Source: an optimization exercise on an open RTL-to-GDS flow (aim: small area, a short achievable clock period and few clock cycles per item). Production flows keep margins and buffers that such runs may drop.
Only simulation tests tie the RTL to the original design; equivalence was not proved.

## run Z
==> flow/design.v <==
module maxmin (
  input  [7:0] a,
  input  [7:0] b,
  output [7:0] hi,
  output [7:0] lo
);
  wire [7:0] c;
  assign c[0] = a[0] & ~b[0];
  genvar i;
  generate
    for (i = 1; i < 7; i = i + 1) begin : g
      assign c[i] = (a[i] & ~b[i]) | (a[i] & c[i-1]) | (~b[i] & c[i-1]);
    end
  endgenerate
  wire sel = (a[7] ^ b[7]) ? a[7] : c[6];
  assign hi[7]   = a[7] | b[7];
  assign lo[7]   = a[7] & b[7];
  assign hi[6:0] = sel ? a[6:0] : b[6:0];
  assign lo[6:0] = sel ? b[6:0] : a[6:0];
endmodule
module sorter_top (
  input              clk,
  input              rst,
  input              in_valid,
  input      [79:0]  in_list,
  output reg         out_valid,
  output reg [79:0]  out_list
);
  wire [7:0] s0 [0:9];
  wire [7:0] s1 [0:9];
  wire [7:0] s2 [0:9];
  wire [7:0] s3 [0:9];
  wire [7:0] s4 [0:9];
  reg  [7:0] r4 [0:9];
  wire [7:0] s5 [0:9];
  wire [7:0] s6 [0:9];
  wire [7:0] s7 [0:9];
  wire [7:0] s8 [0:9];
  genvar g;
  generate
    for (g = 0; g < 10; g = g + 1) begin : io
      assign s0[g] = in_list[8*g +: 8];
      always @(posedge clk) r4[g] <= s4[g];
      always @(*) out_list[8*g +: 8] = s8[g];
    end
  endgenerate
  always @(posedge clk) begin
    if (rst) out_valid <= 1'b0;
    else     out_valid <= in_valid;
  end
  maxmin c1a (s0[0], s0[8], s1[0], s1[8]);
  maxmin c1b (s0[1], s0[9], s1[1], s1[9]);
  maxmin c1c (s0[2], s0[7], s1[2], s1[7]);
  maxmin c1d (s0[3], s0[5], s1[3], s1[5]);
  maxmin c1e (s0[4], s0[6], s1[4], s1[6]);
  maxmin c2a (s1[0], s1[2], s2[0], s2[2]);
  maxmin c2b (s1[1], s1[4], s2[1], s2[4]);
  maxmin c2c (s1[5], s1[8], s2[5], s2[8]);
  maxmin c2d (s1[7], s1[9], s2[7], s2[9]);
  assign s2[3] = s1[3];
  assign s2[6] = s1[6];
  maxmin c3a (s2[0], s2[3], s3[0], s3[3]);
  maxmin c3b (s2[2], s2[4], s3[2], s3[4]);
  maxmin c3c (s2[5], s2[7], s3[5], s3[7]);
  maxmin c3d (s2[6], s2[9], s3[6], s3[9]);
  assign s3[1] = s2[1];
  assign s3[8] = s2[8];
  maxmin c4a (s3[0], s3[1], s4[0], s4[1]);
  maxmin c4b (s3[3], s3[6], s4[3], s4[6]);
  maxmin c4c (s3[8], s3[9], s4[8], s4[9]);
  assign s4[2] = s3[2];
  assign s4[4] = s3[4];
  assign s4[5] = s3[5];
  assign s4[7] = s3[7];
  maxmin c5a (r4[1], r4[5], s5[1], s5[5]);
  maxmin c5b (r4[2], r4[3], s5[2], s5[3]);
  maxmin c5c (r4[4], r4[8], s5[4], s5[8]);
  maxmin c5d (r4[6], r4[7], s5[6], s5[7]);
  assign s5[0] = r4[0];
  assign s5[9] = r4[9];
  maxmin c6a (s5[1], s5[2], s6[1], s6[2]);
  maxmin c6b (s5[3], s5[5], s6[3], s6[5]);
  maxmin c6c (s5[4], s5[6], s6[4], s6[6]);
  maxmin c6d (s5[7], s5[8], s6[7], s6[8]);
  assign s6[0] = s5[0];
  assign s6[9] = s5[9];
  maxmin c7a (s6[2], s6[3], s7[2], s7[3]);
  maxmin c7b (s6[4], s6[5], s7[4], s7[5]);
  maxmin c7c (s6[6], s6[7], s7[6], s7[7]);
  assign s7[0] = s6[0];
  assign s7[1] = s6[1];
  assign s7[8] = s6[8];
  assign s7[9] = s6[9];
  maxmin c8a (s7[3], s7[4], s8[3], s8[4]);
  maxmin c8b (s7[5], s7[6], s8[5], s8[6]);
  assign s8[0] = s7[0];
  assign s8[1] = s7[1];
  assign s8[2] = s7[2];
  assign s8[7] = s7[7];
  assign s8[8] = s7[8];
  assign s8[9] = s7[9];
endmodule
export LEC_CHECK = 0
export ABC_AREA = 1
export CAP_MARGIN = 20
export CORE_MARGIN = 2
export CORE_UTILIZATION = 60
export GPL_TIMING_DRIVEN = 0
export SLEW_MARGIN = 20
create_clock -name core_clock -period 700.0 [get_ports {clk}]
standard.sh (not shown) runs the stock make flow with config.mk's settings and CLKGATE_MAP_FILE= SYNTH_SCRIPT=/design/flow/synth_recipe.tcl, a recipe that flattens the netlist after the stock synthesis.
==> flow/flow/run.sh <==
#!/bin/bash
# Own flow: the standard layout, with two changes.
#  * synthesis: the standard flow's script with a different ABC script (flow/pre_synth.tcl)
#  * port buffers: buffer_ports uses buf_1 instead of the cell it picks itself
#  * CTS: small clock buffers and no dummy loads
# Everything else (floorplan, power grid, placement, CTS, routing) is standard.sh.
set -euo pipefail
W=$(pwd)
cat "$W/flow/pre_synth.tcl" "$W/synth_recipe.tcl" > "$W/own_synth.tcl"
sed "s#synth_recipe\.tcl#own_synth.tcl#g" "$W/standard.sh" > "$W/own_standard.sh"
grep -q own_synth.tcl "$W/own_standard.sh"
export OWN_ABC_SCRIPT="$W/flow/abc.script"
export CTS_ARGS="-sink_clustering_enable -repair_clock_nets -dont_use_dummy_load -buf_list {sky130_fd_sc_hd__clkbuf_4 sky130_fd_sc_hd__clkbuf_8}"
export BUFFER_PORTS_ARGS="-buffer_cell sky130_fd_sc_hd__buf_1"
bash "$W/own_standard.sh" > "$W/make.log" 2>&1
==> flow/flow/abc.script <==
strash
dc2
dch -f
amap -F 10 -A 20 -C 5000
==> flow/flow/pre_synth.tcl <==
# Prepended to the standard flow's synthesis script: the same synthesis, except that ABC maps
# with flow/abc.script instead of ORFS's area script, and the adder-extraction
# step (extract_fa) is skipped, so ABC sees the comparators as plain logic.
proc abc {args} {
  set i [lsearch -exact $args -script]
  if { $i >= 0 } {
    lset args [expr {$i + 1}] $::env(OWN_ABC_SCRIPT)
  }
  yosys abc {*}$args
}
unset -nocomplain ::env(ADDER_MAP_FILE)
Run Z: no failed stages, no open violations at the end
Testbench counts of run Z, summed over its fixed seeds: cycles 16,000, items 16,000.
The inputs of run H differ from those of run Z as listed below.
Settings: swapping 0 for 1 in GPL_TIMING_DRIVEN.
--- outcome ---
- Compared with run Z, in run H met1 track demand over resource lost 0.21 points, via count higher, time the final worst path needs with I/O delays and setup shrank by 0.058 ns, placed instance count grew by 8, transition time at the pin with the least slew margin now sits lower.
- Of run H and run Z, the run reporting the higher setup slack of the critical path after layout was run H.

-- afterwards: timing with drivers on the ports --
The flow's constraints put no driver on any port. The routed layouts listed below were extracted and timed again, unchanged, in two steps.
Step 1: set_driving_cell puts a clkbuf_16 on clk and a buf_2 on each other input, an assumption about the parent block.
Step 2, shift: input delay + t, output delay - t, t = (earliest + latest rising clock arrival at the registers) / 2. This alone moves slack from input paths to output paths.
Slacks: ideal ports / drivers / drivers and shift; pairs: ideal ports / drivers.
run | t (ns) | setup slack, ns | worst hold slack (ns) | worst slew at a driven data input, ns
run Z | 0.368 | 548.875 / 548.840 / 549.208 | 139.789 / 139.779 / 140.147 | 0.04
run H | 0.380 | 548.933 / 548.899 / 549.279 | 139.779 / 139.767 / 140.147 | 0.04
After both steps every run listed still meets setup and hold.
